Background: an optimization exercise with open tools, aiming at small area. Do not read the settings as production practice.
Where RTL was checked, it was by simulation tests only, not by an equivalence proof against the original.
Power and IR drop assume default switching activity.

==> inputs of run a <==
==> flow/design.v <==
module ALU (
    input Clk,
    input Reset,
    input [7:0] operand_A, operand_B,
    input [3:0] Sel,
    output [7:0] Out,
    output [3:0] Flag);
    reg [7:0] Result;
    reg [3:0] FlagCpy;
    wire [7:0] nResult;
    wire [3:0] nFlag;
    assign Out = Result;
    assign Flag = FlagCpy;
    wire [7:0] A = operand_A;
    wire [7:0] B = operand_B;
    wire s_add = (Sel == 4'h0);
    wire s_sub = (Sel == 4'h1);
    wire s_mul = (Sel == 4'h2);
    wire s_div = (Sel == 4'h3);
    wire s_shl = (Sel == 4'h4);
    wire s_shr = (Sel == 4'h5);
    wire s_lgc = (Sel >= 4'h6) && (Sel <= 4'hB);
    wire s_quo = s_div || s_shr;             
    wire sub = s_sub || s_quo;               
    wire b_lo = ~|B[7:3];                    
    wire [7:0] Y = s_shr ? (8'h01 << B[2:0]) : B;
    wire [7:0] Yx = Y ^ {8{sub}};            
    wire [7:0] Yn = ~Yx;
    wire [7:0] hz;
    assign hz[0] = 1'b1;
    genvar g, k;
    generate
        for (g = 1; g < 8; g = g + 1) begin : g_hz
            assign hz[g] = ~|Y[7:8-g];
        end
    endgenerate
    wire [7:0] qz = {8{s_quo}} & hz;         
    wire [7:0] xs = (s_mul || (s_shr && !b_lo)) ? 8'h00 : A;
    wire subn = ~sub;
    wire [7:0] xn0;                  
    wire [7:0] X0;                   
    wire [7:0] q;                    
    wire [7:0] co;                   
    generate
        for (g = 7; g >= 0; g = g - 1) begin : g_row
            wire [8-g:0] c;
            wire [7-g:0] xi, xo;
            wire e;                  
            localparam COT = ((8 - g) % 2 == 0 || g == 7);
            localparam ET = (g == 0 || !COT);
            assign c[0] = sub;
            for (k = 0; k <= 7 - g; k = k + 1) begin : g_bit
                wire p, q2;
                if (k == 0) begin : g_k0
                    assign xi[0] = xs[g];
                    ALU_pgo u_pg (.x(xi[0]), .y(Yx[0]), .pn(p), .gn(q2));
                    ALU_co  u_c  (.pn(p), .gn(q2), .cn(subn), .c(c[1]));
                    if (g == 0) begin : g_r0
                        ALU_sel0_r u_s (.x(xi[0]), .t(Y[0]), .e(e), .xo(xo[0]));
                    end else if (ET) begin : g_st
                        ALU_sel0_t u_s (.x(xi[0]), .t(Y[0]), .e(e), .xon(xo[0]));
                    end else begin : g_sn
                        ALU_sel0_n u_s (.x(xi[0]), .t(Y[0]), .e(e), .xon(xo[0]));
                    end
                end else if (k == 1) begin : g_k1
                    assign xi[1] = xn0[g+1];
                    ALU_pgo u_pre (.x(Yx[1]), .y(c[1]), .pn(p), .gn(q2));
                    ALU_co  u_c   (.pn(p), .gn(q2), .cn(xi[1]), .c(c[2]));
                    if (g == 0) begin : g_r0
                        ALU_sel1_r u_s (.xn(xi[1]), .y(Yx[1]), .c(c[1]), .e(e), .xo(xo[1]));
                    end else if (ET) begin : g_st
                        ALU_sel1_t u_s (.xn(xi[1]), .y(Yx[1]), .c(c[1]), .e(e), .xon(xo[1]));
                    end else begin : g_sn
                        ALU_sel1_n u_s (.xn(xi[1]), .y(Yx[1]), .c(c[1]), .e(e), .xon(xo[1]));
                    end
                end else if (k % 2 == 0) begin : g_ke
                    assign xi[k] = g_row[g+1].xo[k-1];
                    ALU_pge u_pg (.xn(xi[k]), .yn(Yn[k]), .p(p), .g(q2));
                    ALU_ce  u_c  (.p(p), .g(q2), .c(c[k]), .cn(c[k+1]));
                    if (ET) begin : g_st
                        ALU_selE_t u_s (.xn(xi[k]), .yn(Yn[k]), .c(c[k]), .e(e), .xo(xo[k]));
                    end else begin : g_sn
                        ALU_selE_n u_s (.xn(xi[k]), .yn(Yn[k]), .c(c[k]), .e(e), .xo(xo[k]));
                    end
                end else begin : g_ko
                    assign xi[k] = g_row[g+1].xo[k-1];
                    ALU_pgo u_pg (.x(xi[k]), .y(Yx[k]), .pn(p), .gn(q2));
                    ALU_co  u_c  (.pn(p), .gn(q2), .cn(c[k]), .c(c[k+1]));
                    if (g == 0) begin : g_r0
                        ALU_selO_r u_s (.x(xi[k]), .y(Yx[k]), .cn(c[k]), .e(e), .xo(xo[k]));
                    end else if (ET) begin : g_st
                        ALU_selO_t u_s (.x(xi[k]), .y(Yx[k]), .cn(c[k]), .e(e), .xon(xo[k]));
                    end else begin : g_sn
                        ALU_selO_n u_s (.x(xi[k]), .y(Yx[k]), .cn(c[k]), .e(e), .xon(xo[k]));
                    end
                end
            end
            if (COT) begin : g_co_t
                assign co[g] = c[8-g];
            end else begin : g_co_n
                assign co[g] = ~c[8-g];
            end
            if (g == 0) begin : g_last
                assign e = ~s_mul | A[0];
                assign q[0] = co[0];
                assign X0 = xo;
            end else begin : g_mid
                assign xn0[g] = xo[0];
                if (ET) begin : g_en_t
                    ALU_en_t u_en (.s_mul(s_mul), .a(A[g]), .qzn(~qz[g]), .con(c[8-g]), .en(e));
                    assign q[g] = e;
                end else begin : g_en_n
                    ALU_en_n u_en (.s_mul(s_mul), .a(A[g]), .qz(qz[g]), .co(c[8-g]), .en_n(e));
                    assign q[g] = ~e;
                end
            end
        end
    endgenerate
    assign xn0[0] = ~X0[0];
    wire [8:0] cc;
    wire [7:0] pa, ga;
    assign cc[0] = sub;
    generate
        for (k = 0; k < 8; k = k + 1) begin : g_cmp
            if (k % 2 == 0) begin : g_even
                ALU_pge u_pg (.xn(~A[k]), .yn(Yn[k]), .p(pa[k]), .g(ga[k]));
                ALU_ce  u_c  (.p(pa[k]), .g(ga[k]), .c(cc[k]), .cn(cc[k+1]));
            end else begin : g_odd
                ALU_pgo u_pg (.x(A[k]), .y(Yx[k]), .pn(pa[k]), .gn(ga[k]));
                ALU_co  u_c  (.pn(pa[k]), .gn(ga[k]), .cn(cc[k]), .c(cc[k+1]));
            end
        end
    endgenerate
    wire ge = cc[8];
    wire lt = !ge;
    wire mul_ovf_e = |(A[7:1] & (co[7:1] | ~hz[7:1]));
    wire m0 = s_mul && A[0];         
    wire mco = m0 && co[0];
    wire r0 = (Result == 8'h00);
    wire a0 = (A == 8'h00);
    wire b0 = (B == 8'h00);
    wire big = (B > 8);
    wire f5 = big || (B == 8 && A == 1) || (B == 7 && (A == 2 || A == 3)) ||
              (B == 6 && (A <= 7 && A >= 4)) || (B == 5 && (A <= 15 && A >= 8)) ||
              (B == 4 && (A <= 31 && A >= 16));
    wire hold_e = (s_add && ge) || (s_sub && lt) || (s_mul && mul_ovf_e) ||
                  (s_div && lt) || (s_shl && (!a0 || big));
    wire sX = (s_add || s_sub || s_mul) && !hold_e;  
    wire sQ = s_quo && !hold_e;                      
    reg T0, T1, T3;
    always @(*)
    begin
        case (Sel)
            4'h6: {T0, T1, T3} = 3'b001;      
            4'h7: {T0, T1, T3} = 3'b011;      
            4'h8: {T0, T1, T3} = 3'b010;      
            4'h9: {T0, T1, T3} = 3'b101;      
            4'hA: {T0, T1, T3} = 3'b110;      
            4'hB: {T0, T1, T3} = 3'b100;      
            default: {T0, T1, T3} = 3'b000;
        endcase
    end
    wire [7:0] lg;
    generate
        for (k = 0; k < 8; k = k + 1) begin : g_res
            if (k % 2 == 0) begin : g_e
                ALU_lgb u_l (.p(pa[k]), .g(ga[k]), .T0(T0), .T1(T1), .T3(T3), .y(lg[k]));
            end else begin : g_o
                ALU_lgbn u_l (.pn(pa[k]), .gn(ga[k]), .T0(T0), .T1(T1), .T3(T3), .y(lg[k]));
            end
            ALU_res u_r (.r(Result[k]), .x(X0[k]), .q(q[k]), .l(lg[k]),
                         .hold(hold_e), .sx(sX), .sq(sQ), .mco(mco),
                         .y(nResult[k]));
        end
    endgenerate
    wire z_e = (s_mul && (a0 || b0 || (mul_ovf_e && r0))) ||
               (s_div && lt && r0) ||
               (s_shl && (r0 || (a0 && !big))) ||
               (s_shr && (!b_lo || lt)) ||
               (s_lgc && lg == 8'h00);
    wire f0_e = FlagCpy[0] || z_e;
    wire f2_e = FlagCpy[2] || (s_mul && mul_ovf_e);
    ALU_late u_f0 (.e(f0_e), .k(m0 && r0), .co0(co[0]), .y(nFlag[0]));
    ALU_late u_f2 (.e(f2_e), .k(m0), .co0(co[0]), .y(nFlag[2]));
    assign nFlag[1] = FlagCpy[1] || (s_add && ge) || (s_shl && (!a0 || big));
    assign nFlag[3] = FlagCpy[3] || (s_sub && lt) || (s_div && lt) || (s_shr && f5);
    always @(posedge Clk, posedge Reset)
    begin
        if(Reset) begin
            Result <= 8'h00;
            FlagCpy <= 4'b0000;
        end else begin
            Result <= nResult;
            FlagCpy <= nFlag;
        end
    end
endmodule
module ALU_pge (input xn, yn, output p, g);
    assign p = ~(xn & yn);
    assign g = ~(xn | yn);
endmodule
module ALU_pgo (input x, y, output pn, gn);
    assign pn = ~(x | y);
    assign gn = ~(x & y);
endmodule
module ALU_ce (input p, g, c, output cn);
    assign cn = ~(g | (p & c));
endmodule
module ALU_co (input pn, gn, cn, output c);
    assign c = ~(gn & (pn | cn));
endmodule
module ALU_en_t (input s_mul, a, qzn, con, output en);
    assign en = (s_mul & a) | (~qzn & ~con);
endmodule
module ALU_en_n (input s_mul, a, qz, co, output en_n);
    assign en_n = ~((s_mul & a) | (qz & co));
endmodule
module ALU_sel0_t (input x, t, e, output xon);
    assign xon = ~(x ^ (e & t));
endmodule
module ALU_sel0_n (input x, t, e, output xon);
    assign xon = ~(x ^ (~e & t));
endmodule
module ALU_sel0_r (input x, t, e, output xo);
    assign xo = x ^ (e & t);
endmodule
module ALU_sel1_t (input xn, y, c, e, output xon);
    assign xon = xn ^ (e & (y ^ c));
endmodule
module ALU_sel1_n (input xn, y, c, e, output xon);
    assign xon = xn ^ (~e & (y ^ c));
endmodule
module ALU_sel1_r (input xn, y, c, e, output xo);
    assign xo = ~xn ^ (e & (y ^ c));
endmodule
module ALU_selE_t (input xn, yn, c, e, output xo);
    assign xo = ~xn ^ (e & ~(yn ^ c));
endmodule
module ALU_selE_n (input xn, yn, c, e, output xo);
    assign xo = ~xn ^ (~e & ~(yn ^ c));
endmodule
module ALU_selO_t (input x, y, cn, e, output xon);
    assign xon = ~(x ^ (e & ~(y ^ cn)));
endmodule
module ALU_selO_n (input x, y, cn, e, output xon);
    assign xon = ~(x ^ (~e & ~(y ^ cn)));
endmodule
module ALU_selO_r (input x, y, cn, e, output xo);
    assign xo = x ^ (e & ~(y ^ cn));
endmodule
module ALU_lgb (input p, g, T0, T1, T3, output y);
    assign y = g ? T3 : (p ? T1 : T0);
endmodule
module ALU_lgbn (input pn, gn, T0, T1, T3, output y);
    assign y = ~gn ? T3 : (~pn ? T1 : T0);
endmodule
module ALU_res (input r, x, q, l, hold, sx, sq, mco, output y);
    assign y = mco ? r : ((hold & r) | (sx & x) | (sq & q) | l);
endmodule
module ALU_late (input e, k, co0, output y);
    assign y = e | (k & co0);
endmodule
==> flow/flow/run.sh <==
#!/bin/bash
set -euo pipefail
export POST_SYNTH_TCL="$(pwd)/flow/downsize.tcl"
export BUFFER_PORTS_ARGS="-buffer_cell sky130_fd_sc_hd__buf_1"
export RECOVER_POWER=100
bash standard.sh > standard.log 2>&1
==> flow/flow/downsize.tcl <==
# POST_SYNTH hook: set every combinational cell of the synthesized netlist to
# the smallest-area drive strength of the same cell (the same name up to the
# _N drive suffix), so that ABC's drive choices, made without placement or
# real loads, do not stay in the layout. The flow's own repair_design and
# repair_timing then upsize only the cells that timing, slew or load need.
set ::ds_dont_use {}
if {[info exists ::env(DONT_USE_CELLS)]} { set ::ds_dont_use $::env(DONT_USE_CELLS) }
proc ds_dont_use {name} {
  foreach pat $::ds_dont_use { if {[string match $pat $name]} { return 1 } }
  return 0
}
set db [ord::get_db]
# smallest master for each base name: lowest area, then highest drive number
array set best {}
foreach lib [$db getLibs] {
  foreach m [$lib getMasters] {
    set n [$m getName]
    if {![regexp {^(sky130_fd_sc_hd__[a-z0-9]+(?:_[a-z0-9]+)*?)_([0-9]+)$} $n -> base drv]} { continue }
    if {[ds_dont_use $n]} { continue }
    set a [expr {[$m getWidth] * [$m getHeight]}]
    if {![info exists best($base)]} {
      set best($base) [list $a $drv $m]
    } else {
      lassign $best($base) ba bd bm
      if {$a < $ba || ($a == $ba && $drv > $bd)} { set best($base) [list $a $drv $m] }
    }
  }
}
set block [ord::get_db_block]
set swapped 0
foreach inst [$block getInsts] {
  set m [$inst getMaster]
  set n [$m getName]
  # registers keep the cell synthesis gave them
  if {[string match "sky130_fd_sc_hd__df*" $n] || [string match "sky130_fd_sc_hd__dl*" $n] || [string match "sky130_fd_sc_hd__sdf*" $n] || [string match "sky130_fd_sc_hd__edf*" $n]} { continue }
  if {![regexp {^(sky130_fd_sc_hd__[a-z0-9]+(?:_[a-z0-9]+)*?)_([0-9]+)$} $n -> base drv]} { continue }
  if {![info exists best($base)]} { continue }
  set bm [lindex $best($base) 2]
  if {[$bm getName] ne $n} {
    puts "downsize [$inst getName] $n -> [$bm getName]"
    $inst swapMaster $bm
    incr swapped
  }
}
puts "downsize: $swapped cells set to their smallest drive strength"
==> flow/standard.sh <==
#!/bin/bash
# synth_recipe.tcl (not shown) runs the flow's synth.tcl, then flattens the netlist and writes it again
# the make line also repeats each setting of config.mk as NAME=value (left out here)
make -C /OpenROAD-flow-scripts/flow DESIGN_CONFIG=/design/flow/config.mk WORK_HOME=/design/flow/orfs CLKGATE_MAP_FILE= SYNTH_SCRIPT=/design/flow/synth_recipe.tcl "${@:-finish}"
==> flow/config.mk <==
export PLATFORM = sky130hd
export DESIGN_NAME = ALU
export DESIGN_NICKNAME = ALU
export VERILOG_FILES = /design/flow/design.v
export SDC_FILE = /design/flow/constraint.sdc
export NUM_CORES = 4
export LEC_CHECK = 0
export ABC_AREA = 0
export CAP_MARGIN = 20
export CORE_MARGIN = 2
export CORE_UTILIZATION = 45
export GPL_TIMING_DRIVEN = 0
export SLEW_MARGIN = 20
export SYNTH_HIERARCHICAL = 1
export SYNTH_MINIMUM_KEEP_SIZE = 0
==> flow/constraint.sdc <==
create_clock -name core_clock -period 13.5 [get_ports {Clk}]
set_input_delay 2.7000 -clock core_clock [delete_from_list [all_inputs] [get_ports {Clk}]]
set_output_delay 2.7000 -clock core_clock [all_outputs]
set_load 0.01 [all_outputs]
==> run b: changes against run a <==
--- a/flow/design.v
+++ b/flow/design.v
@@ -36,10 +36,10 @@
     endgenerate
     wire [7:0] qz = {8{s_quo}} & hz;         
-    wire [7:0] xs = (s_mul || (s_shr && !b_lo)) ? 8'h00 : A;
-    wire subn = ~sub;
+    wire [7:0] xs_n = ~((s_mul || (s_shr && !b_lo)) ? 8'h00 : A);
     wire [7:0] xn0;                  
     wire [7:0] X0;                   
     wire [7:0] q;                    
     wire [7:0] co;                   
+    wire [7:0] pr0, gr0;             
     generate
         for (g = 7; g >= 0; g = g - 1) begin : g_row
@@ -47,30 +47,32 @@
             wire [7-g:0] xi, xo;
             wire e;                  
-            localparam COT = ((8 - g) % 2 == 0 || g == 7);
-            localparam ET = (g == 0 || !COT);
+            localparam ET = (g == 0 || (8 - g) % 2 == 1);
             assign c[0] = sub;
             for (k = 0; k <= 7 - g; k = k + 1) begin : g_bit
                 wire p, q2;
                 if (k == 0) begin : g_k0
-                    assign xi[0] = xs[g];
-                    ALU_pgo u_pg (.x(xi[0]), .y(Yx[0]), .pn(p), .gn(q2));
-                    ALU_co  u_c  (.pn(p), .gn(q2), .cn(subn), .c(c[1]));
-                    if (g == 0) begin : g_r0
-                        ALU_sel0_r u_s (.x(xi[0]), .t(Y[0]), .e(e), .xo(xo[0]));
+                    assign xi[0] = xs_n[g];
+                    ALU_pge u_pg (.xn(xi[0]), .yn(Yn[0]), .p(p), .g(q2));
+                    ALU_ce  u_c  (.p(p), .g(q2), .c(c[0]), .cn(c[1]));
+                    if (g == 0) begin : g_r0
+                        assign pr0[0] = p;
+                        assign gr0[0] = q2;
+                        ALU_sel0_r u_s (.xn(xi[0]), .t(Y[0]), .e(e), .xo(xo[0]));
                     end else if (ET) begin : g_st
-                        ALU_sel0_t u_s (.x(xi[0]), .t(Y[0]), .e(e), .xon(xo[0]));
-                    end else begin : g_sn
-                        ALU_sel0_n u_s (.x(xi[0]), .t(Y[0]), .e(e), .xon(xo[0]));
+                        ALU_sel0_t u_s (.xn(xi[0]), .t(Y[0]), .e(e), .xon(xo[0]));
+                    end else begin : g_sn
+                        ALU_sel0_n u_s (.xn(xi[0]), .t(Y[0]), .e(e), .xon(xo[0]));
                     end
                 end else if (k == 1) begin : g_k1
                     assign xi[1] = xn0[g+1];
-                    ALU_pgo u_pre (.x(Yx[1]), .y(c[1]), .pn(p), .gn(q2));
-                    ALU_co  u_c   (.pn(p), .gn(q2), .cn(xi[1]), .c(c[2]));
-                    if (g == 0) begin : g_r0
-                        ALU_sel1_r u_s (.xn(xi[1]), .y(Yx[1]), .c(c[1]), .e(e), .xo(xo[1]));
+                    ALU_k1pre u_pre (.y(Yx[1]), .cn(c[1]), .pyn(p), .gyn(q2));
+                    ALU_co    u_c   (.pn(p), .gn(q2), .cn(xi[1]), .c(c[2]));
+                    if (g == 0) begin : g_r0
+                        ALU_sel1_r u_s (.xn(xi[1]), .y(Yx[1]), .cn(c[1]), .e(e), .xo(xo[1]));
+                        ALU_pge u_pg (.xn(~A[1]), .yn(Yn[1]), .p(pr0[1]), .g(gr0[1]));
                     end else if (ET) begin : g_st
-                        ALU_sel1_t u_s (.xn(xi[1]), .y(Yx[1]), .c(c[1]), .e(e), .xon(xo[1]));
-                    end else begin : g_sn
-                        ALU_sel1_n u_s (.xn(xi[1]), .y(Yx[1]), .c(c[1]), .e(e), .xon(xo[1]));
+                        ALU_sel1_t u_s (.xn(xi[1]), .y(Yx[1]), .cn(c[1]), .e(e), .xon(xo[1]));
+                    end else begin : g_sn
+                        ALU_sel1_n u_s (.xn(xi[1]), .y(Yx[1]), .cn(c[1]), .e(e), .xon(xo[1]));
                     end
                 end else if (k % 2 == 0) begin : g_ke
@@ -78,4 +80,8 @@
                     ALU_pge u_pg (.xn(xi[k]), .yn(Yn[k]), .p(p), .g(q2));
                     ALU_ce  u_c  (.p(p), .g(q2), .c(c[k]), .cn(c[k+1]));
+                    if (g == 0) begin : g_r0
+                        assign pr0[k] = p;
+                        assign gr0[k] = q2;
+                    end
                     if (ET) begin : g_st
                         ALU_selE_t u_s (.xn(xi[k]), .yn(Yn[k]), .c(c[k]), .e(e), .xo(xo[k]));
@@ -88,4 +94,6 @@
                     ALU_co  u_c  (.pn(p), .gn(q2), .cn(c[k]), .c(c[k+1]));
                     if (g == 0) begin : g_r0
+                        assign pr0[k] = ~p;
+                        assign gr0[k] = ~q2;
                         ALU_selO_r u_s (.x(xi[k]), .y(Yx[k]), .cn(c[k]), .e(e), .xo(xo[k]));
                     end else if (ET) begin : g_st
@@ -96,5 +104,5 @@
                 end
             end
-            if (COT) begin : g_co_t
+            if ((8 - g) % 2 == 0) begin : g_co_t
                 assign co[g] = c[8-g];
             end else begin : g_co_n
@@ -119,14 +127,14 @@
     assign xn0[0] = ~X0[0];
     wire [8:0] cc;
-    wire [7:0] pa, ga;
     assign cc[0] = sub;
     generate
         for (k = 0; k < 8; k = k + 1) begin : g_cmp
+            wire p, q2;
             if (k % 2 == 0) begin : g_even
-                ALU_pge u_pg (.xn(~A[k]), .yn(Yn[k]), .p(pa[k]), .g(ga[k]));
-                ALU_ce  u_c  (.p(pa[k]), .g(ga[k]), .c(cc[k]), .cn(cc[k+1]));
+                ALU_pge u_pg (.xn(~A[k]), .yn(Yn[k]), .p(p), .g(q2));
+                ALU_ce  u_c  (.p(p), .g(q2), .c(cc[k]), .cn(cc[k+1]));
             end else begin : g_odd
-                ALU_pgo u_pg (.x(A[k]), .y(Yx[k]), .pn(pa[k]), .gn(ga[k]));
-                ALU_co  u_c  (.pn(pa[k]), .gn(ga[k]), .cn(cc[k]), .c(cc[k+1]));
+                ALU_pgo u_pg (.x(A[k]), .y(Yx[k]), .pn(p), .gn(q2));
+                ALU_co  u_c  (.pn(p), .gn(q2), .cn(cc[k]), .c(cc[k+1]));
             end
         end
@@ -164,9 +172,5 @@
     generate
         for (k = 0; k < 8; k = k + 1) begin : g_res
-            if (k % 2 == 0) begin : g_e
-                ALU_lgb u_l (.p(pa[k]), .g(ga[k]), .T0(T0), .T1(T1), .T3(T3), .y(lg[k]));
-            end else begin : g_o
-                ALU_lgbn u_l (.pn(pa[k]), .gn(ga[k]), .T0(T0), .T1(T1), .T3(T3), .y(lg[k]));
-            end
+            ALU_lgb u_l (.p(pr0[k]), .g(gr0[k]), .T0(T0), .T1(T1), .T3(T3), .y(lg[k]));
             ALU_res u_r (.r(Result[k]), .x(X0[k]), .q(q[k]), .l(lg[k]),
                          .hold(hold_e), .sx(sX), .sq(sQ), .mco(mco),
@@ -210,4 +214,8 @@
     assign c = ~(gn & (pn | cn));
 endmodule
+module ALU_k1pre (input y, cn, output pyn, gyn);
+    assign pyn = ~y & cn;
+    assign gyn = ~y | cn;
+endmodule
 module ALU_en_t (input s_mul, a, qzn, con, output en);
     assign en = (s_mul & a) | (~qzn & ~con);
@@ -216,21 +224,21 @@
     assign en_n = ~((s_mul & a) | (qz & co));
 endmodule
-module ALU_sel0_t (input x, t, e, output xon);
-    assign xon = ~(x ^ (e & t));
-endmodule
-module ALU_sel0_n (input x, t, e, output xon);
-    assign xon = ~(x ^ (~e & t));
-endmodule
-module ALU_sel0_r (input x, t, e, output xo);
-    assign xo = x ^ (e & t);
-endmodule
-module ALU_sel1_t (input xn, y, c, e, output xon);
-    assign xon = xn ^ (e & (y ^ c));
-endmodule
-module ALU_sel1_n (input xn, y, c, e, output xon);
-    assign xon = xn ^ (~e & (y ^ c));
-endmodule
-module ALU_sel1_r (input xn, y, c, e, output xo);
-    assign xo = ~xn ^ (e & (y ^ c));
+module ALU_sel0_t (input xn, t, e, output xon);
+    assign xon = xn ^ (e & t);
+endmodule
+module ALU_sel0_n (input xn, t, e, output xon);
+    assign xon = xn ^ (~e & t);
+endmodule
+module ALU_sel0_r (input xn, t, e, output xo);
+    assign xo = ~xn ^ (e & t);
+endmodule
+module ALU_sel1_t (input xn, y, cn, e, output xon);
+    assign xon = xn ^ (e & ~(y ^ cn));
+endmodule
+module ALU_sel1_n (input xn, y, cn, e, output xon);
+    assign xon = xn ^ (~e & ~(y ^ cn));
+endmodule
+module ALU_sel1_r (input xn, y, cn, e, output xo);
+    assign xo = ~xn ^ (e & ~(y ^ cn));
 endmodule
 module ALU_selE_t (input xn, yn, c, e, output xo);
@@ -252,7 +260,4 @@
     assign y = g ? T3 : (p ? T1 : T0);
 endmodule
-module ALU_lgbn (input pn, gn, T0, T1, T3, output y);
-    assign y = ~gn ? T3 : (~pn ? T1 : T0);
-endmodule
 module ALU_res (input r, x, q, l, hold, sx, sq, mco, output y);
     assign y = mco ? r : ((hold & r) | (sx & x) | (sq & q) | l);
--- a/flow/flow/run.sh
+++ b/flow/flow/run.sh
@@ -4,3 +4,4 @@
 export BUFFER_PORTS_ARGS="-buffer_cell sky130_fd_sc_hd__buf_1"
 export RECOVER_POWER=100
+export SKIP_INCREMENTAL_REPAIR=1
 bash standard.sh > standard.log 2>&1
CTS_BUF_LIST = sky130_fd_sc_hd__clkbuf_4   (was default)
CTS_CLUSTER_SIZE = 20   (was default)
SETUP_SLACK_MARGIN = 0.15   (was default)
==> run c: changes against run a <==
CTS_BUF_LIST = sky130_fd_sc_hd__clkbuf_4   (was default)
CTS_CLUSTER_SIZE = 20   (was default)
SETUP_SLACK_MARGIN = -0.3   (was default)
==> qor summary <==
quantity                                                                  run a                       run b           run c
Register-to-Register Setup Slack                                       11.78 ns                    12.05 ns        11.81 ns
Last weighted congestion value of the routability-driven placer          0.9316                      0.9960          0.9627
Worst slack after detailed placement                                  -2.858 ns                   -3.685 ns       -2.803 ns
Pwr Total                                                             0.2861 mW                   0.2413 mW       0.2627 mW
Result of the run                                                finished clean  complete, but fails checks  finished clean
Layout check failures                                                         -                setup timing               -
Drt first-iter violations                                                   223                         305             299
Period Utilization, post-route                                           94.03%                      100.3%          97.31%
Cell count of the worst hold path                                             1                           2               1
Seq group                                                             0.0458 mW                   0.0453 mW       0.0457 mW
CP arrival                                                             12.81 ns                    13.71 ns        13.28 ns
Total non-filler cell area in the finished layout                  0.003767 mm²                0.003410 mm²    0.003640 mm²
Leakage Power                                                          1.390 nW                    1.315 nW        1.311 nW
Clock-pin slew on the worst setup and hold paths                        0.05 ns                     0.09 ns         0.06 ns
Buffer count excluding the clock tree in the final layout                    68                          47              59
Placed Cells incl. Taps                                                     588                         583             588
Transition time at the pin with the least slew margin                  1.051 ns                    1.053 ns        1.121 ns
For run a and run c, only the layout was checked, not whether the RTL still works.

==> static timing again, ports no longer ideal <==
No port has a modelled driver above. Below, the same layouts with a new extraction and two added sets of constraints. Step 1 sets driving cells, clkbuf_16 on the clock port and buf_2 on the other inputs (assumed; they add their load-dependent delay and slew). Step 2 also shifts input and output timing later by t, the mid clock arrival at the registers, as if the neighbouring blocks saw the same clock. Three values: no drivers, after step 1, after step 2; two values: the first two.
run	t, ns	setup slack, ns	worst register clock-pin slew, ns	pins driven straight from the clock port
run a	0.259	0.805 / 0.802 / 0.543	0.05 / 0.05	1
run b	0.292	-0.046 / -0.046 / -0.339	0.09 / 0.09	1
run c	0.279	0.363 / 0.361 / 0.082	0.07 / 0.07	1
The setup slack of run b, which loses most, moves by 0.000 ns with the drivers and by -0.293 ns with both steps.
